What follows belongs to an exercise in optimizing a design on an open flow for small area, a short achievable clock period and few clock cycles per item; a production flow would make more cautious choices. In this exercise RTL edits were held to simulation tests only and were not proved equivalent to the original.

<file path="run.sh">
#!/bin/bash
# synth_recipe.tcl (not shown) runs the flow's synth.tcl, then flattens the netlist and writes it again
# the make line also repeats each setting of config.mk as NAME=value (left out here)
make -C /OpenROAD-flow-scripts/flow DESIGN_CONFIG=/design/flow/config.mk WORK_HOME=/design/flow/orfs CLKGATE_MAP_FILE= SYNTH_SCRIPT=/design/flow/synth_recipe.tcl finish
</file>
<file path="constraint.sdc">
create_clock -name core_clock -period 5.5 [get_ports {clk}]
set_input_delay 1.1000 -clock core_clock [delete_from_list [all_inputs] [get_ports {clk}]]
set_output_delay 1.1000 -clock core_clock [all_outputs]
set_load 0.01 [all_outputs]
</file>
<file path="design.v">
`timescale 1ns / 1ps
module serial_multiplier (
    input  logic        clk,
    input  logic        rst,
    input  logic        start,
    input  logic [2:0]  funct3,         
    input  logic [31:0] A,
    input  logic [31:0] B,
    output logic [63:0] result_64,      
    output logic [31:0] result,         
    output logic        ready,
    output logic        stall
);
    logic        busy;
    logic [32:0] a;                     
    logic [7:0]  one, two, neg;         
    logic        d16;                   
    logic        hi_sel;                
    logic [33:0] hs, hc;                
    logic [15:0] lo_s, lo_c;            
    logic [2:0]  cnt;
    logic        first;                 
    logic        xg;                    
    logic        kg;                    
    logic        cin;                   
    logic [16:0] l;                     
    wire a_sgn = (funct3 != 3'b011);
    wire b_sgn = funct3[2] | ~funct3[1];
    function automatic logic [23:0] booth(input logic [16:0] t);
        logic [7:0] o, w, n;
        for (int i = 0; i < 8; i++) begin
            o[i] = t[2*i+1] ^ t[2*i];
            w[i] = (t[2*i+2] & ~t[2*i+1] & ~t[2*i]) | (~t[2*i+2] & t[2*i+1] & t[2*i]);
            n[i] = t[2*i+2] & ~(t[2*i+1] & t[2*i]);
        end
        booth = {n, w, o};
    endfunction
    function automatic logic [34:0] pprow(input logic o, input logic w, input logic n,
                                          input logic [32:0] m);
        logic [34:0] p;
        p = (({35{o}} & {{2{m[32]}}, m}) | ({35{w}} & {m[32], m, 1'b0})) ^ {35{n}};
        pprow = {~p[34], p[33:0]};
    endfunction
    wire [34:0] u0 = pprow(one[0], two[0], neg[0], a);
    wire [34:0] u1 = pprow(one[1], two[1], neg[1], a);
    wire [34:0] u2 = pprow(one[2], two[2], neg[2], a);
    wire [34:0] u3 = pprow(one[3], two[3], neg[3], a);
    wire [34:0] u4 = pprow(one[4], two[4], neg[4], a);
    wire [34:0] u5 = pprow(one[5], two[5], neg[5], a);
    wire [34:0] u6 = pprow(one[6], two[6], neg[6], a);
    wire [34:0] u7 = pprow(one[7], two[7], neg[7], a);
    wire [32:0] xr = a & {33{xg}};
    wire [32:0] ux = {~xr[32], xr[31:0]};
    wire [33:0] hs_in = hs & {34{~first}};
    wire [33:0] hc_in = hc & {34{~first}};
    logic [49:0] cs_s, cs_c;
    wire fs0, fc0, fs1, fc1, fs2, fc2, fs3, fc3, fs4, fc4, fs5, fc5, fs6, fc6, fs7, fc7, fs8, fc8, fs9, fc9, fs10, fc10, fs11, fc11, fs12, fc12, fs13, fc13, fs14, fc14, fs15, fc15, fs16, fc16, fs17, fc17, fs18, fc18, fs19, fc19, fs20, fc20, fs21, fc21, fs22, fc22, fs23, fc23, fs24, fc24, fs25, fc25, fs26, fc26, fs27, fc27, fs28, fc28, fs29, fc29, fs30, fc30, fs31, fc31, fs32, fc32, fs33, fc33, fs34, fc34, fs35, fc35, fs36, fc36, fs37, fc37, fs38, fc38, fs39, fc39, fs40, fc40, fs41, fc41, fs42, fc42, fs43, fc43, fs44, fc44, fs45, fc45, fs46, fc46, fs47, fc47, fs48, fc48, fs49, fc49, fs50, fc50, fs51, fc51, fs52, fc52, fs53, fc53, fs54, fc54, fs55, fc55, fs56, fc56, fs57, fc57, fs58, fc58, fs59, fc59, fs60, fc60, fs61, fc61, fs62, fc62, fs63, fc63, fs64, fc64, fs65, fc65, fs66, fc66, fs67, fc67, fs68, fc68, fs69, fc69, fs70, fc70, fs71, fc71, fs72, fc72, fs73, fc73, fs74, fc74, fs75, fc75, fs76, fc76, fs77, fc77, fs78, fc78, fs79, fc79, fs80, fc80, fs81, fc81, fs82, fc82, fs83, fc83, fs84, fc84, fs85, fc85, fs86, fc86, fs87, fc87, fs88, fc88, fs89, fc89, fs90, fc90, fs91, fc91, fs92, fc92, fs93, fc93, fs94, fc94, fs95, fc95, fs96, fc96, fs97, fc97, fs98, fc98, fs99, fc99, fs100, fc100, fs101, fc101, fs102, fc102, fs103, fc103, fs104, fc104, fs105, fc105, fs106, fc106, fs107, fc107, fs108, fc108, fs109, fc109, fs110, fc110, fs111, fc111, fs112, fc112, fs113, fc113, fs114, fc114, fs115, fc115, fs116, fc116, fs117, fc117, fs118, fc118, fs119, fc119, fs120, fc120, fs121, fc121, fs122, fc122, fs123, fc123, fs124, fc124, fs125, fc125, fs126, fc126, fs127, fc127, fs128, fc128, fs129, fc129, fs130, fc130, fs131, fc131, fs132, fc132, fs133, fc133, fs134, fc134, fs135, fc135, fs136, fc136, fs137, fc137, fs138, fc138, fs139, fc139, fs140, fc140, fs141, fc141, fs142, fc142, fs143, fc143, fs144, fc144, fs145, fc145, fs146, fc146, fs147, fc147, fs148, fc148, fs149, fc149, fs150, fc150, fs151, fc151, fs152, fc152, fs153, fc153, fs154, fc154, fs155, fc155, fs156, fc156, fs157, fc157, fs158, fc158, fs159, fc159, fs160, fc160, fs161, fc161, fs162, fc162, fs163, fc163, fs164, fc164, fs165, fc165, fs166, fc166, fs167, fc167, fs168, fc168, fs169, fc169, fs170, fc170, fs171, fc171, fs172, fc172, fs173, fc173, fs174, fc174, fs175, fc175, fs176, fc176, fs177, fc177, fs178, fc178, fs179, fc179, fs180, fc180, fs181, fc181, fs182, fc182, fs183, fc183, fs184, fc184, fs185, fc185, fs186, fc186, fs187, fc187, fs188, fc188, fs189, fc189, fs190, fc190, fs191, fc191, fs192, fc192, fs193, fc193, fs194, fc194, fs195, fc195, fs196, fc196, fs197, fc197, fs198, fc198, fs199, fc199, fs200, fc200, fs201, fc201, fs202, fc202, fs203, fc203, fs204, fc204, fs205, fc205, fs206, fc206, fs207, fc207, fs208, fc208, fs209, fc209, fs210, fc210, fs211, fc211, fs212, fc212, fs213, fc213, fs214, fc214, fs215, fc215, fs216, fc216, fs217, fc217, fs218, fc218, fs219, fc219, fs220, fc220, fs221, fc221, fs222, fc222, fs223, fc223, fs224, fc224, fs225, fc225, fs226, fc226, fs227, fc227, fs228, fc228, fs229, fc229, fs230, fc230, fs231, fc231, fs232, fc232, fs233, fc233, fs234, fc234, fs235, fc235, fs236, fc236, fs237, fc237, fs238, fc238, fs239, fc239, fs240, fc240, fs241, fc241, fs242, fc242, fs243, fc243, fs244, fc244, fs245, fc245, fs246, fc246, fs247, fc247, fs248, fc248, fs249, fc249, fs250, fc250, fs251, fc251, fs252, fc252, fs253, fc253, fs254, fc254, fs255, fc255, fs256, fc256, fs257, fc257, fs258, fc258, fs259, fc259, fs260, fc260, fs261, fc261, fs262, fc262, fs263, fc263, fs264, fc264, fs265, fc265, fs266, fc266, fs267, fc267, fs268, fc268, fs269, fc269, fs270, fc270, fs271, fc271, fs272, fc272, fs273, fc273, fs274, fc274, fs275, fc275, fs276, fc276, fs277, fc277, fs278, fc278, fs279, fc279, fs280, fc280, fs281, fc281, fs282, fc282, fs283, fc283, fs284, fc284, fs285, fc285, fs286, fc286, fs287, fc287, fs288, fc288, fs289, fc289, fs290, fc290, fs291, fc291, fs292, fc292, fs293, fc293, fs294, fc294, fs295, fc295, fs296, fc296, fs297, fc297, fs298, fc298, fs299, fc299, fs300, fc300, fs301, fc301, fs302, fc302, fs303, fc303, fs304, fc304, fs305, fc305, fs306, fc306, fs307, fc307, fs308, fc308;
    wire has0, hac0, has1, hac1, has2, hac2, has3, hac3, has4, hac4, has5, hac5, has6, hac6, has7, hac7, has8, hac8, has9, hac9, has10, hac10, has11, hac11, has12, hac12;
    serial_multiplier_fa fa0 (.a(hs_in[0]), .b(hc_in[0]), .c(neg[0]), .s(fs0), .co(fc0));
    serial_multiplier_fa fa1 (.a(hs_in[1]), .b(hc_in[1]), .c(u0[1]), .s(fs1), .co(fc1));
    serial_multiplier_fa fa2 (.a(hs_in[2]), .b(hc_in[2]), .c(neg[1]), .s(fs2), .co(fc2));
    serial_multiplier_fa fa3 (.a(u0[2]), .b(u1[0]), .c(fs2), .s(fs3), .co(fc3));
    serial_multiplier_fa fa4 (.a(hs_in[3]), .b(hc_in[3]), .c(u0[3]), .s(fs4), .co(fc4));
    serial_multiplier_fa fa5 (.a(u1[1]), .b(fc2), .c(fs4), .s(fs5), .co(fc5));
    serial_multiplier_fa fa6 (.a(hs_in[4]), .b(hc_in[4]), .c(neg[2]), .s(fs6), .co(fc6));
    serial_multiplier_fa fa7 (.a(u0[4]), .b(u1[2]), .c(u2[0]), .s(fs7), .co(fc7));
    serial_multiplier_fa fa8 (.a(fs6), .b(fc4), .c(fs7), .s(fs8), .co(fc8));
    serial_multiplier_fa fa9 (.a(hs_in[5]), .b(hc_in[5]), .c(u0[5]), .s(fs9), .co(fc9));
    serial_multiplier_fa fa10 (.a(u1[3]), .b(u2[1]), .c(fc6), .s(fs10), .co(fc10));
    serial_multiplier_fa fa11 (.a(fc7), .b(fs9), .c(fs10), .s(fs11), .co(fc11));
    serial_multiplier_fa fa12 (.a(hs_in[6]), .b(hc_in[6]), .c(neg[3]), .s(fs12), .co(fc12));
    serial_multiplier_fa fa13 (.a(u0[6]), .b(u1[4]), .c(u2[2]), .s(fs13), .co(fc13));
    serial_multiplier_fa fa14 (.a(u3[0]), .b(fs12), .c(fc9), .s(fs14), .co(fc14));
    serial_multiplier_fa fa15 (.a(fc10), .b(fs13), .c(fs14), .s(fs15), .co(fc15));
    serial_multiplier_fa fa16 (.a(hs_in[7]), .b(hc_in[7]), .c(u0[7]), .s(fs16), .co(fc16));
    serial_multiplier_fa fa17 (.a(u1[5]), .b(u2[3]), .c(u3[1]), .s(fs17), .co(fc17));
    serial_multiplier_fa fa18 (.a(fc12), .b(fc13), .c(fs16), .s(fs18), .co(fc18));
    serial_multiplier_fa fa19 (.a(fs17), .b(fc14), .c(fs18), .s(fs19), .co(fc19));
    serial_multiplier_fa fa20 (.a(hs_in[8]), .b(hc_in[8]), .c(neg[4]), .s(fs20), .co(fc20));
    serial_multiplier_fa fa21 (.a(u0[8]), .b(u1[6]), .c(u2[4]), .s(fs21), .co(fc21));
    serial_multiplier_fa fa22 (.a(u3[2]), .b(u4[0]), .c(fs20), .s(fs22), .co(fc22));
    serial_multiplier_fa fa23 (.a(fc16), .b(fc17), .c(fs21), .s(fs23), .co(fc23));
    serial_multiplier_fa fa24 (.a(fs22), .b(fc18), .c(fs23), .s(fs24), .co(fc24));
    serial_multiplier_fa fa25 (.a(hs_in[9]), .b(hc_in[9]), .c(u0[9]), .s(fs25), .co(fc25));
    serial_multiplier_fa fa26 (.a(u1[7]), .b(u2[5]), .c(u3[3]), .s(fs26), .co(fc26));
    serial_multiplier_fa fa27 (.a(u4[1]), .b(fc20), .c(fc21), .s(fs27), .co(fc27));
    serial_multiplier_fa fa28 (.a(fs25), .b(fs26), .c(fc22), .s(fs28), .co(fc28));
    serial_multiplier_fa fa29 (.a(fs27), .b(fc23), .c(fs28), .s(fs29), .co(fc29));
    serial_multiplier_fa fa30 (.a(hs_in[10]), .b(hc_in[10]), .c(neg[5]), .s(fs30), .co(fc30));
    serial_multiplier_fa fa31 (.a(u0[10]), .b(u1[8]), .c(u2[6]), .s(fs31), .co(fc31));
    serial_multiplier_fa fa32 (.a(u3[4]), .b(u4[2]), .c(u5[0]), .s(fs32), .co(fc32));
    serial_multiplier_fa fa33 (.a(fs30), .b(fc25), .c(fc26), .s(fs33), .co(fc33));
    serial_multiplier_fa fa34 (.a(fs31), .b(fs32), .c(fc27), .s(fs34), .co(fc34));
    serial_multiplier_fa fa35 (.a(fs33), .b(fc28), .c(fs34), .s(fs35), .co(fc35));
    serial_multiplier_fa fa36 (.a(hs_in[11]), .b(hc_in[11]), .c(u0[11]), .s(fs36), .co(fc36));
    serial_multiplier_fa fa37 (.a(u1[9]), .b(u2[7]), .c(u3[5]), .s(fs37), .co(fc37));
    serial_multiplier_fa fa38 (.a(u4[3]), .b(u5[1]), .c(fc30), .s(fs38), .co(fc38));
    serial_multiplier_fa fa39 (.a(fc31), .b(fc32), .c(fs36), .s(fs39), .co(fc39));
    serial_multiplier_fa fa40 (.a(fs37), .b(fs38), .c(fc33), .s(fs40), .co(fc40));
    serial_multiplier_fa fa41 (.a(fs39), .b(fc34), .c(fs40), .s(fs41), .co(fc41));
    serial_multiplier_fa fa42 (.a(hs_in[12]), .b(hc_in[12]), .c(neg[6]), .s(fs42), .co(fc42));
    serial_multiplier_fa fa43 (.a(u0[12]), .b(u1[10]), .c(u2[8]), .s(fs43), .co(fc43));
    serial_multiplier_fa fa44 (.a(u3[6]), .b(u4[4]), .c(u5[2]), .s(fs44), .co(fc44));
    serial_multiplier_fa fa45 (.a(u6[0]), .b(fs42), .c(fc36), .s(fs45), .co(fc45));
    serial_multiplier_fa fa46 (.a(fc37), .b(fc38), .c(fs43), .s(fs46), .co(fc46));
    serial_multiplier_fa fa47 (.a(fs44), .b(fs45), .c(fc39), .s(fs47), .co(fc47));
    serial_multiplier_fa fa48 (.a(fs46), .b(fc40), .c(fs47), .s(fs48), .co(fc48));
    serial_multiplier_fa fa49 (.a(hs_in[13]), .b(hc_in[13]), .c(u0[13]), .s(fs49), .co(fc49));
    serial_multiplier_fa fa50 (.a(u1[11]), .b(u2[9]), .c(u3[7]), .s(fs50), .co(fc50));
    serial_multiplier_fa fa51 (.a(u4[5]), .b(u5[3]), .c(u6[1]), .s(fs51), .co(fc51));
    serial_multiplier_fa fa52 (.a(fc42), .b(fc43), .c(fc44), .s(fs52), .co(fc52));
    serial_multiplier_fa fa53 (.a(fs49), .b(fs50), .c(fs51), .s(fs53), .co(fc53));
    serial_multiplier_fa fa54 (.a(fc45), .b(fs52), .c(fc46), .s(fs54), .co(fc54));
    serial_multiplier_fa fa55 (.a(fs53), .b(fc47), .c(fs54), .s(fs55), .co(fc55));
    serial_multiplier_fa fa56 (.a(hs_in[14]), .b(hc_in[14]), .c(neg[7]), .s(fs56), .co(fc56));
    serial_multiplier_fa fa57 (.a(u0[14]), .b(u1[12]), .c(u2[10]), .s(fs57), .co(fc57));
    serial_multiplier_fa fa58 (.a(u3[8]), .b(u4[6]), .c(u5[4]), .s(fs58), .co(fc58));
    serial_multiplier_fa fa59 (.a(u6[2]), .b(u7[0]), .c(fs56), .s(fs59), .co(fc59));
    serial_multiplier_fa fa60 (.a(fc49), .b(fc50), .c(fc51), .s(fs60), .co(fc60));
    serial_multiplier_fa fa61 (.a(fs57), .b(fs58), .c(fs59), .s(fs61), .co(fc61));
    serial_multiplier_fa fa62 (.a(fc52), .b(fs60), .c(fc53), .s(fs62), .co(fc62));
    serial_multiplier_fa fa63 (.a(fs61), .b(fc54), .c(fs62), .s(fs63), .co(fc63));
    serial_multiplier_fa fa64 (.a(hs_in[15]), .b(hc_in[15]), .c(u0[15]), .s(fs64), .co(fc64));
    serial_multiplier_fa fa65 (.a(u1[13]), .b(u2[11]), .c(u3[9]), .s(fs65), .co(fc65));
    serial_multiplier_fa fa66 (.a(u4[7]), .b(u5[5]), .c(u6[3]), .s(fs66), .co(fc66));
    serial_multiplier_fa fa67 (.a(u7[1]), .b(fc56), .c(fc57), .s(fs67), .co(fc67));
    serial_multiplier_fa fa68 (.a(fc58), .b(fs64), .c(fs65), .s(fs68), .co(fc68));
    serial_multiplier_fa fa69 (.a(fs66), .b(fc59), .c(fc60), .s(fs69), .co(fc69));
    serial_multiplier_fa fa70 (.a(fs67), .b(fc61), .c(fs68), .s(fs70), .co(fc70));
    serial_multiplier_fa fa71 (.a(fc62), .b(fs69), .c(fs70), .s(fs71), .co(fc71));
    serial_multiplier_fa fa72 (.a(hs_in[16]), .b(hc_in[16]), .c(ux[0]), .s(fs72), .co(fc72));
    serial_multiplier_fa fa73 (.a(u0[16]), .b(u1[14]), .c(u2[12]), .s(fs73), .co(fc73));
    serial_multiplier_fa fa74 (.a(u3[10]), .b(u4[8]), .c(u5[6]), .s(fs74), .co(fc74));
    serial_multiplier_fa fa75 (.a(u6[4]), .b(u7[2]), .c(fs72), .s(fs75), .co(fc75));
    serial_multiplier_fa fa76 (.a(fc64), .b(fc65), .c(fc66), .s(fs76), .co(fc76));
    serial_multiplier_fa fa77 (.a(fs73), .b(fs74), .c(fs75), .s(fs77), .co(fc77));
    serial_multiplier_fa fa78 (.a(fc67), .b(fs76), .c(fc68), .s(fs78), .co(fc78));
    serial_multiplier_fa fa79 (.a(fs77), .b(fc69), .c(fc70), .s(fs79), .co(fc79));
    serial_multiplier_fa fa80 (.a(fs78), .b(fc71), .c(fs79), .s(fs80), .co(fc80));
    serial_multiplier_fa fa81 (.a(hs_in[17]), .b(hc_in[17]), .c(ux[1]), .s(fs81), .co(fc81));
    serial_multiplier_fa fa82 (.a(u0[17]), .b(u1[15]), .c(u2[13]), .s(fs82), .co(fc82));
    serial_multiplier_fa fa83 (.a(u3[11]), .b(u4[9]), .c(u5[7]), .s(fs83), .co(fc83));
    serial_multiplier_fa fa84 (.a(u6[5]), .b(u7[3]), .c(fc72), .s(fs84), .co(fc84));
    serial_multiplier_fa fa85 (.a(fs81), .b(fc73), .c(fc74), .s(fs85), .co(fc85));
    serial_multiplier_fa fa86 (.a(fs82), .b(fs83), .c(fs84), .s(fs86), .co(fc86));
    serial_multiplier_fa fa87 (.a(fc75), .b(fc76), .c(fs85), .s(fs87), .co(fc87));
    serial_multiplier_fa fa88 (.a(fc77), .b(fs86), .c(fc78), .s(fs88), .co(fc88));
    serial_multiplier_fa fa89 (.a(fs87), .b(fc79), .c(fs88), .s(fs89), .co(fc89));
    serial_multiplier_fa fa90 (.a(hs_in[18]), .b(hc_in[18]), .c(ux[2]), .s(fs90), .co(fc90));
    serial_multiplier_fa fa91 (.a(kg), .b(u0[18]), .c(u1[16]), .s(fs91), .co(fc91));
    serial_multiplier_fa fa92 (.a(u2[14]), .b(u3[12]), .c(u4[10]), .s(fs92), .co(fc92));
    serial_multiplier_fa fa93 (.a(u5[8]), .b(u6[6]), .c(u7[4]), .s(fs93), .co(fc93));
    serial_multiplier_fa fa94 (.a(fc81), .b(fs90), .c(fc82), .s(fs94), .co(fc94));
    serial_multiplier_fa fa95 (.a(fc83), .b(fc84), .c(fs91), .s(fs95), .co(fc95));
    serial_multiplier_fa fa96 (.a(fs92), .b(fs93), .c(fc85), .s(fs96), .co(fc96));
    serial_multiplier_fa fa97 (.a(fs94), .b(fc86), .c(fs95), .s(fs97), .co(fc97));
    serial_multiplier_fa fa98 (.a(fc87), .b(fs96), .c(fs97), .s(fs98), .co(fc98));
    assign has0 = fc88 ^ fs98;
    assign hac0 = fc88 & fs98;
    serial_multiplier_fa fa99 (.a(hs_in[19]), .b(hc_in[19]), .c(ux[3]), .s(fs99), .co(fc99));
    serial_multiplier_fa fa100 (.a(kg), .b(u0[19]), .c(u1[17]), .s(fs100), .co(fc100));
    serial_multiplier_fa fa101 (.a(u2[15]), .b(u3[13]), .c(u4[11]), .s(fs101), .co(fc101));
    serial_multiplier_fa fa102 (.a(u5[9]), .b(u6[7]), .c(u7[5]), .s(fs102), .co(fc102));
    serial_multiplier_fa fa103 (.a(fc90), .b(fs99), .c(fc91), .s(fs103), .co(fc103));
    serial_multiplier_fa fa104 (.a(fc92), .b(fc93), .c(fs100), .s(fs104), .co(fc104));
    serial_multiplier_fa fa105 (.a(fs101), .b(fs102), .c(fc94), .s(fs105), .co(fc105));
    serial_multiplier_fa fa106 (.a(fs103), .b(fc95), .c(fs104), .s(fs106), .co(fc106));
    serial_multiplier_fa fa107 (.a(fc96), .b(fs105), .c(fc97), .s(fs107), .co(fc107));
    serial_multiplier_fa fa108 (.a(fs106), .b(fc98), .c(fs107), .s(fs108), .co(fc108));
    serial_multiplier_fa fa109 (.a(hs_in[20]), .b(hc_in[20]), .c(ux[4]), .s(fs109), .co(fc109));
    serial_multiplier_fa fa110 (.a(u0[20]), .b(u1[18]), .c(u2[16]), .s(fs110), .co(fc110));
    serial_multiplier_fa fa111 (.a(u3[14]), .b(u4[12]), .c(u5[10]), .s(fs111), .co(fc111));
    serial_multiplier_fa fa112 (.a(u6[8]), .b(u7[6]), .c(fc99), .s(fs112), .co(fc112));
    serial_multiplier_fa fa113 (.a(fs109), .b(fc100), .c(fc101), .s(fs113), .co(fc113));
    serial_multiplier_fa fa114 (.a(fc102), .b(fs110), .c(fs111), .s(fs114), .co(fc114));
    serial_multiplier_fa fa115 (.a(fs112), .b(fc103), .c(fs113), .s(fs115), .co(fc115));
    serial_multiplier_fa fa116 (.a(fc104), .b(fs114), .c(fc105), .s(fs116), .co(fc116));
    serial_multiplier_fa fa117 (.a(fc106), .b(fs115), .c(fs116), .s(fs117), .co(fc117));
    serial_multiplier_fa fa118 (.a(fc107), .b(fs117), .c(fc108), .s(fs118), .co(fc118));
    serial_multiplier_fa fa119 (.a(hs_in[21]), .b(hc_in[21]), .c(ux[5]), .s(fs119), .co(fc119));
    serial_multiplier_fa fa120 (.a(kg), .b(u0[21]), .c(u1[19]), .s(fs120), .co(fc120));
    serial_multiplier_fa fa121 (.a(u2[17]), .b(u3[15]), .c(u4[13]), .s(fs121), .co(fc121));
    serial_multiplier_fa fa122 (.a(u5[11]), .b(u6[9]), .c(u7[7]), .s(fs122), .co(fc122));
    serial_multiplier_fa fa123 (.a(fc109), .b(fs119), .c(fc110), .s(fs123), .co(fc123));
    serial_multiplier_fa fa124 (.a(fc111), .b(fc112), .c(fs120), .s(fs124), .co(fc124));
    serial_multiplier_fa fa125 (.a(fs121), .b(fs122), .c(fc113), .s(fs125), .co(fc125));
    serial_multiplier_fa fa126 (.a(fs123), .b(fc114), .c(fs124), .s(fs126), .co(fc126));
    serial_multiplier_fa fa127 (.a(fc115), .b(fs125), .c(fs126), .s(fs127), .co(fc127));
    serial_multiplier_fa fa128 (.a(fc116), .b(fs127), .c(fc117), .s(fs128), .co(fc128));
    serial_multiplier_fa fa129 (.a(hs_in[22]), .b(hc_in[22]), .c(ux[6]), .s(fs129), .co(fc129));
    serial_multiplier_fa fa130 (.a(u0[22]), .b(u1[20]), .c(u2[18]), .s(fs130), .co(fc130));
    serial_multiplier_fa fa131 (.a(u3[16]), .b(u4[14]), .c(u5[12]), .s(fs131), .co(fc131));
    serial_multiplier_fa fa132 (.a(u6[10]), .b(u7[8]), .c(fc119), .s(fs132), .co(fc132));
    serial_multiplier_fa fa133 (.a(fs129), .b(fc120), .c(fc121), .s(fs133), .co(fc133));
    serial_multiplier_fa fa134 (.a(fc122), .b(fs130), .c(fs131), .s(fs134), .co(fc134));
    serial_multiplier_fa fa135 (.a(fs132), .b(fc123), .c(fs133), .s(fs135), .co(fc135));
    serial_multiplier_fa fa136 (.a(fc124), .b(fs134), .c(fc125), .s(fs136), .co(fc136));
    serial_multiplier_fa fa137 (.a(fc126), .b(fs135), .c(fs136), .s(fs137), .co(fc137));
    assign has1 = fc127 ^ fs137;
    assign hac1 = fc127 & fs137;
    serial_multiplier_fa fa138 (.a(hs_in[23]), .b(hc_in[23]), .c(ux[7]), .s(fs138), .co(fc138));
    serial_multiplier_fa fa139 (.a(kg), .b(u0[23]), .c(u1[21]), .s(fs139), .co(fc139));
    serial_multiplier_fa fa140 (.a(u2[19]), .b(u3[17]), .c(u4[15]), .s(fs140), .co(fc140));
    serial_multiplier_fa fa141 (.a(u5[13]), .b(u6[11]), .c(u7[9]), .s(fs141), .co(fc141));
    serial_multiplier_fa fa142 (.a(fc129), .b(fs138), .c(fc130), .s(fs142), .co(fc142));
    serial_multiplier_fa fa143 (.a(fc131), .b(fc132), .c(fs139), .s(fs143), .co(fc143));
    serial_multiplier_fa fa144 (.a(fs140), .b(fs141), .c(fc133), .s(fs144), .co(fc144));
    serial_multiplier_fa fa145 (.a(fs142), .b(fc134), .c(fs143), .s(fs145), .co(fc145));
    serial_multiplier_fa fa146 (.a(fc135), .b(fs144), .c(fs145), .s(fs146), .co(fc146));
    serial_multiplier_fa fa147 (.a(fc136), .b(fs146), .c(fc137), .s(fs147), .co(fc147));
    serial_multiplier_fa fa148 (.a(hs_in[24]), .b(hc_in[24]), .c(ux[8]), .s(fs148), .co(fc148));
    serial_multiplier_fa fa149 (.a(u0[24]), .b(u1[22]), .c(u2[20]), .s(fs149), .co(fc149));
    serial_multiplier_fa fa150 (.a(u3[18]), .b(u4[16]), .c(u5[14]), .s(fs150), .co(fc150));
    serial_multiplier_fa fa151 (.a(u6[12]), .b(u7[10]), .c(fc138), .s(fs151), .co(fc151));
    serial_multiplier_fa fa152 (.a(fs148), .b(fc139), .c(fc140), .s(fs152), .co(fc152));
    serial_multiplier_fa fa153 (.a(fc141), .b(fs149), .c(fs150), .s(fs153), .co(fc153));
    serial_multiplier_fa fa154 (.a(fs151), .b(fc142), .c(fs152), .s(fs154), .co(fc154));
    serial_multiplier_fa fa155 (.a(fc143), .b(fs153), .c(fc144), .s(fs155), .co(fc155));
    serial_multiplier_fa fa156 (.a(fc145), .b(fs154), .c(fs155), .s(fs156), .co(fc156));
    assign has2 = fc146 ^ fs156;
    assign hac2 = fc146 & fs156;
    serial_multiplier_fa fa157 (.a(hs_in[25]), .b(hc_in[25]), .c(ux[9]), .s(fs157), .co(fc157));
    serial_multiplier_fa fa158 (.a(kg), .b(u0[25]), .c(u1[23]), .s(fs158), .co(fc158));
    serial_multiplier_fa fa159 (.a(u2[21]), .b(u3[19]), .c(u4[17]), .s(fs159), .co(fc159));
    serial_multiplier_fa fa160 (.a(u5[15]), .b(u6[13]), .c(u7[11]), .s(fs160), .co(fc160));
    serial_multiplier_fa fa161 (.a(fc148), .b(fs157), .c(fc149), .s(fs161), .co(fc161));
    serial_multiplier_fa fa162 (.a(fc150), .b(fc151), .c(fs158), .s(fs162), .co(fc162));
    serial_multiplier_fa fa163 (.a(fs159), .b(fs160), .c(fc152), .s(fs163), .co(fc163));
    serial_multiplier_fa fa164 (.a(fs161), .b(fc153), .c(fs162), .s(fs164), .co(fc164));
    serial_multiplier_fa fa165 (.a(fc154), .b(fs163), .c(fs164), .s(fs165), .co(fc165));
    serial_multiplier_fa fa166 (.a(fc155), .b(fs165), .c(fc156), .s(fs166), .co(fc166));
    serial_multiplier_fa fa167 (.a(hs_in[26]), .b(hc_in[26]), .c(ux[10]), .s(fs167), .co(fc167));
    serial_multiplier_fa fa168 (.a(u0[26]), .b(u1[24]), .c(u2[22]), .s(fs168), .co(fc168));
    serial_multiplier_fa fa169 (.a(u3[20]), .b(u4[18]), .c(u5[16]), .s(fs169), .co(fc169));
    serial_multiplier_fa fa170 (.a(u6[14]), .b(u7[12]), .c(fc157), .s(fs170), .co(fc170));
    serial_multiplier_fa fa171 (.a(fs167), .b(fc158), .c(fc159), .s(fs171), .co(fc171));
    serial_multiplier_fa fa172 (.a(fc160), .b(fs168), .c(fs169), .s(fs172), .co(fc172));
    serial_multiplier_fa fa173 (.a(fs170), .b(fc161), .c(fs171), .s(fs173), .co(fc173));
    serial_multiplier_fa fa174 (.a(fc162), .b(fs172), .c(fc163), .s(fs174), .co(fc174));
    serial_multiplier_fa fa175 (.a(fc164), .b(fs173), .c(fs174), .s(fs175), .co(fc175));
    assign has3 = fc165 ^ fs175;
    assign hac3 = fc165 & fs175;
    serial_multiplier_fa fa176 (.a(hs_in[27]), .b(hc_in[27]), .c(ux[11]), .s(fs176), .co(fc176));
    serial_multiplier_fa fa177 (.a(kg), .b(u0[27]), .c(u1[25]), .s(fs177), .co(fc177));
    serial_multiplier_fa fa178 (.a(u2[23]), .b(u3[21]), .c(u4[19]), .s(fs178), .co(fc178));
    serial_multiplier_fa fa179 (.a(u5[17]), .b(u6[15]), .c(u7[13]), .s(fs179), .co(fc179));
    serial_multiplier_fa fa180 (.a(fc167), .b(fs176), .c(fc168), .s(fs180), .co(fc180));
    serial_multiplier_fa fa181 (.a(fc169), .b(fc170), .c(fs177), .s(fs181), .co(fc181));
    serial_multiplier_fa fa182 (.a(fs178), .b(fs179), .c(fc171), .s(fs182), .co(fc182));
    serial_multiplier_fa fa183 (.a(fs180), .b(fc172), .c(fs181), .s(fs183), .co(fc183));
    serial_multiplier_fa fa184 (.a(fc173), .b(fs182), .c(fs183), .s(fs184), .co(fc184));
    serial_multiplier_fa fa185 (.a(fc174), .b(fs184), .c(fc175), .s(fs185), .co(fc185));
    serial_multiplier_fa fa186 (.a(hs_in[28]), .b(hc_in[28]), .c(ux[12]), .s(fs186), .co(fc186));
    serial_multiplier_fa fa187 (.a(u0[28]), .b(u1[26]), .c(u2[24]), .s(fs187), .co(fc187));
    serial_multiplier_fa fa188 (.a(u3[22]), .b(u4[20]), .c(u5[18]), .s(fs188), .co(fc188));
    serial_multiplier_fa fa189 (.a(u6[16]), .b(u7[14]), .c(fc176), .s(fs189), .co(fc189));
    serial_multiplier_fa fa190 (.a(fs186), .b(fc177), .c(fc178), .s(fs190), .co(fc190));
    serial_multiplier_fa fa191 (.a(fc179), .b(fs187), .c(fs188), .s(fs191), .co(fc191));
    serial_multiplier_fa fa192 (.a(fs189), .b(fc180), .c(fs190), .s(fs192), .co(fc192));
    serial_multiplier_fa fa193 (.a(fc181), .b(fs191), .c(fc182), .s(fs193), .co(fc193));
    serial_multiplier_fa fa194 (.a(fc183), .b(fs192), .c(fs193), .s(fs194), .co(fc194));
    assign has4 = fc184 ^ fs194;
    assign hac4 = fc184 & fs194;
    serial_multiplier_fa fa195 (.a(hs_in[29]), .b(hc_in[29]), .c(ux[13]), .s(fs195), .co(fc195));
    serial_multiplier_fa fa196 (.a(kg), .b(u0[29]), .c(u1[27]), .s(fs196), .co(fc196));
    serial_multiplier_fa fa197 (.a(u2[25]), .b(u3[23]), .c(u4[21]), .s(fs197), .co(fc197));
    serial_multiplier_fa fa198 (.a(u5[19]), .b(u6[17]), .c(u7[15]), .s(fs198), .co(fc198));
    serial_multiplier_fa fa199 (.a(fc186), .b(fs195), .c(fc187), .s(fs199), .co(fc199));
    serial_multiplier_fa fa200 (.a(fc188), .b(fc189), .c(fs196), .s(fs200), .co(fc200));
    serial_multiplier_fa fa201 (.a(fs197), .b(fs198), .c(fc190), .s(fs201), .co(fc201));
    serial_multiplier_fa fa202 (.a(fs199), .b(fc191), .c(fs200), .s(fs202), .co(fc202));
    serial_multiplier_fa fa203 (.a(fc192), .b(fs201), .c(fs202), .s(fs203), .co(fc203));
    serial_multiplier_fa fa204 (.a(fc193), .b(fs203), .c(fc194), .s(fs204), .co(fc204));
    serial_multiplier_fa fa205 (.a(hs_in[30]), .b(hc_in[30]), .c(ux[14]), .s(fs205), .co(fc205));
    serial_multiplier_fa fa206 (.a(u0[30]), .b(u1[28]), .c(u2[26]), .s(fs206), .co(fc206));
    serial_multiplier_fa fa207 (.a(u3[24]), .b(u4[22]), .c(u5[20]), .s(fs207), .co(fc207));
    serial_multiplier_fa fa208 (.a(u6[18]), .b(u7[16]), .c(fc195), .s(fs208), .co(fc208));
    serial_multiplier_fa fa209 (.a(fs205), .b(fc196), .c(fc197), .s(fs209), .co(fc209));
    serial_multiplier_fa fa210 (.a(fc198), .b(fs206), .c(fs207), .s(fs210), .co(fc210));
    serial_multiplier_fa fa211 (.a(fs208), .b(fc199), .c(fs209), .s(fs211), .co(fc211));
    serial_multiplier_fa fa212 (.a(fc200), .b(fs210), .c(fc201), .s(fs212), .co(fc212));
    serial_multiplier_fa fa213 (.a(fc202), .b(fs211), .c(fs212), .s(fs213), .co(fc213));
    assign has5 = fc203 ^ fs213;
    assign hac5 = fc203 & fs213;
    serial_multiplier_fa fa214 (.a(hs_in[31]), .b(hc_in[31]), .c(ux[15]), .s(fs214), .co(fc214));
    serial_multiplier_fa fa215 (.a(kg), .b(u0[31]), .c(u1[29]), .s(fs215), .co(fc215));
    serial_multiplier_fa fa216 (.a(u2[27]), .b(u3[25]), .c(u4[23]), .s(fs216), .co(fc216));
    serial_multiplier_fa fa217 (.a(u5[21]), .b(u6[19]), .c(u7[17]), .s(fs217), .co(fc217));
    serial_multiplier_fa fa218 (.a(fc205), .b(fs214), .c(fc206), .s(fs218), .co(fc218));
    serial_multiplier_fa fa219 (.a(fc207), .b(fc208), .c(fs215), .s(fs219), .co(fc219));
    serial_multiplier_fa fa220 (.a(fs216), .b(fs217), .c(fc209), .s(fs220), .co(fc220));
    serial_multiplier_fa fa221 (.a(fs218), .b(fc210), .c(fs219), .s(fs221), .co(fc221));
    serial_multiplier_fa fa222 (.a(fc211), .b(fs220), .c(fs221), .s(fs222), .co(fc222));
    serial_multiplier_fa fa223 (.a(fc212), .b(fs222), .c(fc213), .s(fs223), .co(fc223));
    serial_multiplier_fa fa224 (.a(hs_in[32]), .b(hc_in[32]), .c(ux[16]), .s(fs224), .co(fc224));
    serial_multiplier_fa fa225 (.a(kg), .b(u0[32]), .c(u1[30]), .s(fs225), .co(fc225));
    serial_multiplier_fa fa226 (.a(u2[28]), .b(u3[26]), .c(u4[24]), .s(fs226), .co(fc226));
    serial_multiplier_fa fa227 (.a(u5[22]), .b(u6[20]), .c(u7[18]), .s(fs227), .co(fc227));
    serial_multiplier_fa fa228 (.a(fc214), .b(fs224), .c(fc215), .s(fs228), .co(fc228));
    serial_multiplier_fa fa229 (.a(fc216), .b(fc217), .c(fs225), .s(fs229), .co(fc229));
    serial_multiplier_fa fa230 (.a(fs226), .b(fs227), .c(fc218), .s(fs230), .co(fc230));
    serial_multiplier_fa fa231 (.a(fs228), .b(fc219), .c(fs229), .s(fs231), .co(fc231));
    serial_multiplier_fa fa232 (.a(fc220), .b(fs230), .c(fc221), .s(fs232), .co(fc232));
    serial_multiplier_fa fa233 (.a(fs231), .b(fc222), .c(fs232), .s(fs233), .co(fc233));
    serial_multiplier_fa fa234 (.a(hs_in[33]), .b(hc_in[33]), .c(ux[17]), .s(fs234), .co(fc234));
    serial_multiplier_fa fa235 (.a(u0[33]), .b(u1[31]), .c(u2[29]), .s(fs235), .co(fc235));
    serial_multiplier_fa fa236 (.a(u3[27]), .b(u4[25]), .c(u5[23]), .s(fs236), .co(fc236));
    serial_multiplier_fa fa237 (.a(u6[21]), .b(u7[19]), .c(fc224), .s(fs237), .co(fc237));
    serial_multiplier_fa fa238 (.a(fs234), .b(fc225), .c(fc226), .s(fs238), .co(fc238));
    serial_multiplier_fa fa239 (.a(fc227), .b(fs235), .c(fs236), .s(fs239), .co(fc239));
    serial_multiplier_fa fa240 (.a(fs237), .b(fc228), .c(fs238), .s(fs240), .co(fc240));
    serial_multiplier_fa fa241 (.a(fc229), .b(fs239), .c(fc230), .s(fs241), .co(fc241));
    serial_multiplier_fa fa242 (.a(fc231), .b(fs240), .c(fs241), .s(fs242), .co(fc242));
    serial_multiplier_fa fa243 (.a(fc232), .b(fs242), .c(fc233), .s(fs243), .co(fc243));
    serial_multiplier_fa fa244 (.a(ux[18]), .b(u0[34]), .c(u1[32]), .s(fs244), .co(fc244));
    serial_multiplier_fa fa245 (.a(u2[30]), .b(u3[28]), .c(u4[26]), .s(fs245), .co(fc245));
    serial_multiplier_fa fa246 (.a(u5[24]), .b(u6[22]), .c(u7[20]), .s(fs246), .co(fc246));
    serial_multiplier_fa fa247 (.a(fc234), .b(fc235), .c(fc236), .s(fs247), .co(fc247));
    serial_multiplier_fa fa248 (.a(fc237), .b(fs244), .c(fs245), .s(fs248), .co(fc248));
    serial_multiplier_fa fa249 (.a(fs246), .b(fc238), .c(fs247), .s(fs249), .co(fc249));
    serial_multiplier_fa fa250 (.a(fc239), .b(fs248), .c(fc240), .s(fs250), .co(fc250));
    serial_multiplier_fa fa251 (.a(fs249), .b(fc241), .c(fs250), .s(fs251), .co(fc251));
    assign has6 = fc242 ^ fs251;
    assign hac6 = fc242 & fs251;
    serial_multiplier_fa fa252 (.a(ux[19]), .b(kg), .c(u1[33]), .s(fs252), .co(fc252));
    serial_multiplier_fa fa253 (.a(u2[31]), .b(u3[29]), .c(u4[27]), .s(fs253), .co(fc253));
    serial_multiplier_fa fa254 (.a(u5[25]), .b(u6[23]), .c(u7[21]), .s(fs254), .co(fc254));
    serial_multiplier_fa fa255 (.a(fc244), .b(fc245), .c(fc246), .s(fs255), .co(fc255));
    serial_multiplier_fa fa256 (.a(fs252), .b(fs253), .c(fs254), .s(fs256), .co(fc256));
    serial_multiplier_fa fa257 (.a(fc247), .b(fs255), .c(fc248), .s(fs257), .co(fc257));
    serial_multiplier_fa fa258 (.a(fs256), .b(fc249), .c(fs257), .s(fs258), .co(fc258));
    serial_multiplier_fa fa259 (.a(fc250), .b(fs258), .c(fc251), .s(fs259), .co(fc259));
    serial_multiplier_fa fa260 (.a(ux[20]), .b(u1[34]), .c(u2[32]), .s(fs260), .co(fc260));
    serial_multiplier_fa fa261 (.a(u3[30]), .b(u4[28]), .c(u5[26]), .s(fs261), .co(fc261));
    serial_multiplier_fa fa262 (.a(u6[24]), .b(u7[22]), .c(fc252), .s(fs262), .co(fc262));
    serial_multiplier_fa fa263 (.a(fc253), .b(fc254), .c(fs260), .s(fs263), .co(fc263));
    serial_multiplier_fa fa264 (.a(fs261), .b(fc255), .c(fs262), .s(fs264), .co(fc264));
    serial_multiplier_fa fa265 (.a(fc256), .b(fs263), .c(fc257), .s(fs265), .co(fc265));
    serial_multiplier_fa fa266 (.a(fs264), .b(fc258), .c(fs265), .s(fs266), .co(fc266));
    serial_multiplier_fa fa267 (.a(ux[21]), .b(kg), .c(u2[33]), .s(fs267), .co(fc267));
    serial_multiplier_fa fa268 (.a(u3[31]), .b(u4[29]), .c(u5[27]), .s(fs268), .co(fc268));
    serial_multiplier_fa fa269 (.a(u6[25]), .b(u7[23]), .c(fc260), .s(fs269), .co(fc269));
    serial_multiplier_fa fa270 (.a(fc261), .b(fs267), .c(fs268), .s(fs270), .co(fc270));
    serial_multiplier_fa fa271 (.a(fc262), .b(fs269), .c(fc263), .s(fs271), .co(fc271));
    serial_multiplier_fa fa272 (.a(fs270), .b(fc264), .c(fs271), .s(fs272), .co(fc272));
    assign has7 = fc265 ^ fs272;
    assign hac7 = fc265 & fs272;
    serial_multiplier_fa fa273 (.a(ux[22]), .b(u2[34]), .c(u3[32]), .s(fs273), .co(fc273));
    serial_multiplier_fa fa274 (.a(u4[30]), .b(u5[28]), .c(u6[26]), .s(fs274), .co(fc274));
    serial_multiplier_fa fa275 (.a(u7[24]), .b(fc267), .c(fc268), .s(fs275), .co(fc275));
    serial_multiplier_fa fa276 (.a(fs273), .b(fs274), .c(fc269), .s(fs276), .co(fc276));
    serial_multiplier_fa fa277 (.a(fs275), .b(fc270), .c(fc271), .s(fs277), .co(fc277));
    serial_multiplier_fa fa278 (.a(fs276), .b(fc272), .c(fs277), .s(fs278), .co(fc278));
    serial_multiplier_fa fa279 (.a(ux[23]), .b(kg), .c(u3[33]), .s(fs279), .co(fc279));
    serial_multiplier_fa fa280 (.a(u4[31]), .b(u5[29]), .c(u6[27]), .s(fs280), .co(fc280));
    serial_multiplier_fa fa281 (.a(u7[25]), .b(fc273), .c(fc274), .s(fs281), .co(fc281));
    serial_multiplier_fa fa282 (.a(fs279), .b(fs280), .c(fc275), .s(fs282), .co(fc282));
    serial_multiplier_fa fa283 (.a(fs281), .b(fc276), .c(fs282), .s(fs283), .co(fc283));
    assign has8 = fc277 ^ fs283;
    assign hac8 = fc277 & fs283;
    serial_multiplier_fa fa284 (.a(ux[24]), .b(u3[34]), .c(u4[32]), .s(fs284), .co(fc284));
    serial_multiplier_fa fa285 (.a(u5[30]), .b(u6[28]), .c(u7[26]), .s(fs285), .co(fc285));
    serial_multiplier_fa fa286 (.a(fc279), .b(fc280), .c(fs284), .s(fs286), .co(fc286));
    serial_multiplier_fa fa287 (.a(fs285), .b(fc281), .c(fs286), .s(fs287), .co(fc287));
    serial_multiplier_fa fa288 (.a(fc282), .b(fs287), .c(fc283), .s(fs288), .co(fc288));
    serial_multiplier_fa fa289 (.a(ux[25]), .b(kg), .c(u4[33]), .s(fs289), .co(fc289));
    serial_multiplier_fa fa290 (.a(u5[31]), .b(u6[29]), .c(u7[27]), .s(fs290), .co(fc290));
    serial_multiplier_fa fa291 (.a(fc284), .b(fc285), .c(fs289), .s(fs291), .co(fc291));
    serial_multiplier_fa fa292 (.a(fs290), .b(fc286), .c(fs291), .s(fs292), .co(fc292));
    assign has9 = fc287 ^ fs292;
    assign hac9 = fc287 & fs292;
    serial_multiplier_fa fa293 (.a(ux[26]), .b(u4[34]), .c(u5[32]), .s(fs293), .co(fc293));
    serial_multiplier_fa fa294 (.a(u6[30]), .b(u7[28]), .c(fc289), .s(fs294), .co(fc294));
    serial_multiplier_fa fa295 (.a(fc290), .b(fs293), .c(fs294), .s(fs295), .co(fc295));
    serial_multiplier_fa fa296 (.a(fc291), .b(fc292), .c(fs295), .s(fs296), .co(fc296));
    serial_multiplier_fa fa297 (.a(ux[27]), .b(kg), .c(u5[33]), .s(fs297), .co(fc297));
    serial_multiplier_fa fa298 (.a(u6[31]), .b(u7[29]), .c(fc293), .s(fs298), .co(fc298));
    serial_multiplier_fa fa299 (.a(fs297), .b(fc294), .c(fs298), .s(fs299), .co(fc299));
    assign has10 = fc295 ^ fs299;
    assign hac10 = fc295 & fs299;
    serial_multiplier_fa fa300 (.a(ux[28]), .b(u5[34]), .c(u6[32]), .s(fs300), .co(fc300));
    serial_multiplier_fa fa301 (.a(u7[30]), .b(fc297), .c(fs300), .s(fs301), .co(fc301));
    serial_multiplier_fa fa302 (.a(fc298), .b(fs301), .c(fc299), .s(fs302), .co(fc302));
    serial_multiplier_fa fa303 (.a(ux[29]), .b(kg), .c(u6[33]), .s(fs303), .co(fc303));
    serial_multiplier_fa fa304 (.a(u7[31]), .b(fc300), .c(fs303), .s(fs304), .co(fc304));
    assign has11 = fc301 ^ fs304;
    assign hac11 = fc301 & fs304;
    serial_multiplier_fa fa305 (.a(ux[30]), .b(u6[34]), .c(u7[32]), .s(fs305), .co(fc305));
    serial_multiplier_fa fa306 (.a(fc303), .b(fs305), .c(fc304), .s(fs306), .co(fc306));
    serial_multiplier_fa fa307 (.a(ux[31]), .b(kg), .c(u7[33]), .s(fs307), .co(fc307));
    assign has12 = fc305 ^ fs307;
    assign hac12 = fc305 & fs307;
    serial_multiplier_fa fa308 (.a(ux[32]), .b(u7[34]), .c(fc307), .s(fs308), .co(fc308));
    assign cs_s[0] = u0[0];
    assign cs_c[0] = fs0;
    assign cs_s[1] = fc0;
    assign cs_c[1] = fs1;
    assign cs_s[2] = fc1;
    assign cs_c[2] = fs3;
    assign cs_s[3] = fc3;
    assign cs_c[3] = fs5;
    assign cs_s[4] = fc5;
    assign cs_c[4] = fs8;
    assign cs_s[5] = fc8;
    assign cs_c[5] = fs11;
    assign cs_s[6] = fc11;
    assign cs_c[6] = fs15;
    assign cs_s[7] = fc15;
    assign cs_c[7] = fs19;
    assign cs_s[8] = fc19;
    assign cs_c[8] = fs24;
    assign cs_s[9] = fc24;
    assign cs_c[9] = fs29;
    assign cs_s[10] = fc29;
    assign cs_c[10] = fs35;
    assign cs_s[11] = fc35;
    assign cs_c[11] = fs41;
    assign cs_s[12] = fc41;
    assign cs_c[12] = fs48;
    assign cs_s[13] = fc48;
    assign cs_c[13] = fs55;
    assign cs_s[14] = fc55;
    assign cs_c[14] = fs63;
    assign cs_s[15] = fc63;
    assign cs_c[15] = fs71;
    assign cs_s[16] = fs80;
    assign cs_c[16] = 1'b0;
    assign cs_s[17] = fc80;
    assign cs_c[17] = fs89;
    assign cs_s[18] = fc89;
    assign cs_c[18] = has0;
    assign cs_s[19] = hac0;
    assign cs_c[19] = fs108;
    assign cs_s[20] = fs118;
    assign cs_c[20] = 1'b0;
    assign cs_s[21] = fc118;
    assign cs_c[21] = fs128;
    assign cs_s[22] = fc128;
    assign cs_c[22] = has1;
    assign cs_s[23] = hac1;
    assign cs_c[23] = fs147;
    assign cs_s[24] = fc147;
    assign cs_c[24] = has2;
    assign cs_s[25] = hac2;
    assign cs_c[25] = fs166;
    assign cs_s[26] = fc166;
    assign cs_c[26] = has3;
    assign cs_s[27] = hac3;
    assign cs_c[27] = fs185;
    assign cs_s[28] = fc185;
    assign cs_c[28] = has4;
    assign cs_s[29] = hac4;
    assign cs_c[29] = fs204;
    assign cs_s[30] = fc204;
    assign cs_c[30] = has5;
    assign cs_s[31] = hac5;
    assign cs_c[31] = fs223;
    assign cs_s[32] = fc223;
    assign cs_c[32] = fs233;
    assign cs_s[33] = fs243;
    assign cs_c[33] = 1'b0;
    assign cs_s[34] = fc243;
    assign cs_c[34] = has6;
    assign cs_s[35] = hac6;
    assign cs_c[35] = fs259;
    assign cs_s[36] = fc259;
    assign cs_c[36] = fs266;
    assign cs_s[37] = fc266;
    assign cs_c[37] = has7;
    assign cs_s[38] = hac7;
    assign cs_c[38] = fs278;
    assign cs_s[39] = fc278;
    assign cs_c[39] = has8;
    assign cs_s[40] = hac8;
    assign cs_c[40] = fs288;
    assign cs_s[41] = fc288;
    assign cs_c[41] = has9;
    assign cs_s[42] = hac9;
    assign cs_c[42] = fs296;
    assign cs_s[43] = fc296;
    assign cs_c[43] = has10;
    assign cs_s[44] = hac10;
    assign cs_c[44] = fs302;
    assign cs_s[45] = fc302;
    assign cs_c[45] = has11;
    assign cs_s[46] = hac11;
    assign cs_c[46] = fs306;
    assign cs_s[47] = fc306;
    assign cs_c[47] = has12;
    assign cs_s[48] = hac12;
    assign cs_c[48] = fs308;
    assign cs_s[49] = fc308;
    assign cs_c[49] = 1'b0;
    wire [17:0] lo_w = {1'b0, lo_s, 1'b1} + {1'b0, lo_c, cin};
    wire [16:0] lo_sum = lo_w[17:1];
    wire [48:0] pw = {hs[31:0], lo_s, 1'b1} + {hc[31:0], lo_c, cin};
    assign result_64 = {pw[48:1], l[16:1]};
    assign result    = hi_sel ? result_64[63:32] : result_64[31:0];
    assign stall     = busy;
    always_ff @(posedge clk or posedge rst) begin
        if (rst) begin
            busy  <= 1'b0;
            ready <= 1'b0;
        end else begin
            busy  <= busy ? (cnt != 3'd1) : start;
            ready <= busy & (cnt == 3'd1);
        end
    end
    always_ff @(posedge clk) begin
        first <= ~busy;
        xg    <= busy & (cnt == 3'd0) & d16;
        kg    <= busy & (cnt == 3'd0);
        cnt   <= busy ? cnt + 3'd1 : 3'd0;
        hs    <= cs_s[49:16];
        hc    <= cs_c[49:16];
        lo_s  <= cs_s[15:0];
        lo_c  <= cs_c[15:0];
        cin   <= ~first & lo_sum[16];
        if (busy) begin
            l <= {lo_sum[15:0], l[16:16]};
            {neg, two, one} <= booth(l[16:0]);
        end else begin
            l <= B[31:15];
            {neg, two, one} <= booth({B[15:0], 1'b0});
            a      <= {a_sgn & A[31], A};
            d16    <= ~b_sgn & B[31];
            hi_sel <= ~funct3[2] & (funct3[1] | funct3[0]);
        end
    end
endmodule
module serial_multiplier_fa (
    input  logic a,
    input  logic b,
    input  logic c,
    output logic s,
    output logic co
);
    assign s  = a ^ b ^ c;
    assign co = (a & b) | (a & c) | (b & c);
endmodule
</file>
<file path="config.mk">
export PLATFORM = sky130hd
export DESIGN_NAME = serial_multiplier
export DESIGN_NICKNAME = serial_multiplier
export VERILOG_FILES = /design/flow/design.v
export SDC_FILE = /design/flow/constraint.sdc
export NUM_CORES = 4
export LEC_CHECK = 0
export CAP_MARGIN = 20
export CORE_MARGIN = 2
export CORE_UTILIZATION = 50
export SETUP_SLACK_MARGIN = 1.2
export SLEW_MARGIN = 20
export SYNTH_HIERARCHICAL = 1
export SYNTH_MINIMUM_KEEP_SIZE = 0
</file>
==> notes.md <==
Max stage delay on crit path=0.34 ns; WL/cell=~28 um; clock latency (worst-skew pair)=0.48 ns; WP data arrival=3.30 ns; r2r endpoint=hs[4]$_DFF_P_; Congestion Overflow GR=0; TritonCTS clock tree=done; fin crit period=4.400 ns; initial DRC count=1,456; CP startpoint kind=register; pin count of the biggest net entering global routing=55; HPWL after DPL=about 53,000 um; sequential-to-total area share from yosys stat=0.1956; Synthesis Warnings=7; Min-Delay Path Depth=1; max-cap violations=0; clock-pin slew on the worst setup and hold paths=0.08 ns; Port Buffer Count=167; Final ANT Viol Nets=0; Sink Count=181; die width=205.8 um; CP max-delay cell=dfxtp_2; Total Neg Setup Slack=0 ns; run status=timing/DRC/antenna clean; Hold WC Path Type=reg2reg; Synth Area in Compound Gates=0.1564; vias in the first global route=17,040; routability cong.=around 0.95; Total Wirelength=73,330 um; Hold Buf Count CTS=0; Slew Limit Fails=0; # setup viols final=0; layout cells sized above 1=0.1954; antenna fix cells=0; initial antenna violation count=4; WP data required=4.40 ns; syn_area_per_cell=10.53 um2; RSZ-0062 raised after global routing=true; post-synthesis simple-gate area fraction=0.08422; Post-synth EDFFs=35; CP max FO=3; initial core utilization=0.5091; P&R area growth vs syn=20.15%; Rel. slew slack=0.2950; largest family of logic cells by synthesized area=adder cells; mux share of post-synthesis cell area=0.02844; Via density=6.251; CP top delay family=compound AO/OA/AOI/OAI gates; Syn Inst Count=1,934; adder-cell share of the synthesized area=0.3508; most frequent cells in the layout=309 x fa_1, 288 x xnor2_1, 257 x a22oi_1; critical path capture point type=output pin; worst setup path start=lo_s[0]$_DFF_P_; vias=16,210; # rows=between 70 and 80; CP bufs+invs=2; CTS root buffer=clkbuf_16; FF-to-FF setup slack=1.24 ns; Synth Cell Area=0.02037 mm2; r2r startpoint=neg[1]$_DFF_P_; htree depth=4; Max clock buf depth=2; WS Path Type=reg2out; Post-Synth XOR/XNOR Area=0.1367; Pre-antenna DRT Iters=6; Die ar.=0.04237 mm2; Nets=2,510; Levels on crit path=11; io pins=168; worst r2r path cells=8; DR DRC count=0; worst-margin pin slew=around 1.1 ns; flop and latch count out of synthesis=181; most common cell after layout, fill and taps aside=fa_1; Fin. Hold Viols=0; Worst Setup EP=result[26]; Die Height=approximately 200 um; Max Freq=about 0.23 GHz; ys async rst share=0.01105; dpl ws=0.7291 ns; worst path cell trace=ha_1 > a211o_1 > a211oi_4 > buf_4 > o21a_1 > o41a_1 > o21a_4 > o211ai_1 > xor2_1 > mux2_2 > dlygate4sd2_1; post-route setup slack=roughly 1.1 ns; CTS Buf Count=17; Tot GR Track Use=0.3527; Core Region=0.04001 mm2; count of cell types in the netlist=67; Final Cycle Share=0.8000; Post-synth top flop=dfxtp_1; clock skew=0.01987 ns; first-pass GRT wire length=108,200 um
-- cell usage after synthesis, types with 4 or more instances --
master    number  area share
a21oi_1       41       0.010
buf_4         16      0.0059
xnor2_1      298        0.13
clkbuf_1     181       0.033
o211ai_1       5      0.0018
dfxtp_1      144        0.14
a22oi_1      257       0.095
fa_1         310        0.30
mux2i_1        5      0.0025
o21ai_0       40      0.0098
a21boi_0       4      0.0015
a21o_1        22      0.0081
or3b_2         9      0.0039
nand4_1       14      0.0043
nand3_1        9      0.0022
nand2_1       70       0.013
nor3_1         6      0.0015
edfxtp_1      35       0.052
o32ai_1        6      0.0026
o21a_1         9      0.0033
nor2_1        43      0.0079
inv_1         27      0.0050
and2_1        41       0.013
a211o_1        4      0.0017
a211oi_1      14      0.0052
buf_1         15      0.0028
a31oi_1       14      0.0043
and4_1         5      0.0021
nor2b_1       72       0.022
xor2_1        20      0.0086
and3_1        15      0.0046
ha_1          75       0.046
mux2_2        47       0.026
nand3b_1       9      0.0033
-- flip-flops by register name (all words and copies together), names as in the netlist, 3 cells and up --
register	count
hs	34
a	33
hc	30
l	17
lo_c	16
lo_s	16
neg	8
one	8
two	8
cnt	3
-- worst min path at each step --
| stage | from | to |
|---|---|---|
| global placement | cnt[0]$_SDFF_PN0_ | cnt[0]$_SDFF_PN0_ |
| global route | cnt[0]$_SDFF_PN0_ | cnt[0]$_SDFF_PN0_ |
| finish | cnt[0]$_SDFF_PN0_ | cnt[0]$_SDFF_PN0_ |
| floorplan | cnt[0]$_SDFF_PN0_ | cnt[0]$_SDFF_PN0_ |
| CTS | cnt[0]$_SDFF_PN0_ | cnt[0]$_SDFF_PN0_ |
| detailed placement | cnt[0]$_SDFF_PN0_ | cnt[0]$_SDFF_PN0_ |
-- Yosys stat by module (local to each module, per instance) --
module / cell area [um2] / times used
serial_multiplier_fa: 20.02 / 309
serial_multiplier: 14180 / 1
-- final cells by class --
class,instances,area [um2]
fill,3315,15530
sequential,181,4031
timing repair buffer,313,2798
clock buffer,17,425.4
clock inverter,15,165.2
inverter,28,105.1
tap,525,656.9
multi-input combinational,1514,16290
-- repair_timing --
action	in CTS	in global routing
setup endpoints to repair	89	68
pin swaps	46	41
setup buffers	47	46
gates resized for setup	202	118
-- cells by family (layout without fill, tap and decap cells) --
group           count (synthesis)  count (layout)
fa+ha+maj                     385             385
mux                            52              52
buf+inv                       242             373
xor+xnor                      318             318
flops                         181             181
compound gates                446             446
other cells                     1               4
simple gates                  309             309
-- routing by layer --
layer	GRT usage	share of wire
met1	0.4489	0.39
met4	0.1801	0.051
met3	0.05512	0.074
met5	0	0
met2	0.5831	0.49
-- per-stage QoR --
stage          cells  utilization  area, um2  hold WS [ns]
2_1_floorplan   1937            -      20380        0.4178
3_3_place_gp    2468       0.5563      22250        0.4323
3_5_place_dp    2468       0.5563      22260        0.4543
4_1_cts         2547       0.5947      23790        0.4732
5_1_grt         2593       0.6117      24470        0.4967
6_report        2593       0.6117      24470        0.4644
Testbench counts, summed over its fixed seeds: cycles 9,608, items 3,200.

[separate check: timing with driven ports]
No port has a modelled driver above. Below, the same layout with a new extraction and two added sets of constraints. Step 1: set_driving_cell puts a clkbuf_16 on clk and a buf_2 on each other input, an assumption about the parent block. Step 2 adds t to the input delays and takes it off the output delays; t is the mean of the earliest and latest rising clock arrival at the registers after step 1. Input paths then give back, and output paths get back, about the clock's delay inside the block. Slacks: ideal ports / drivers / drivers and shift; pairs: ideal ports / drivers.
shift t [ns]: 0.524
setup slack, ns: 1.100 / 1.044 / 1.241
latest minus earliest clock arrival (ns): 0.021 / 0.020
After both steps this run still meets setup and hold. The setup slack of this run moves by -0.056 ns with the drivers and by +0.141 ns with both steps.
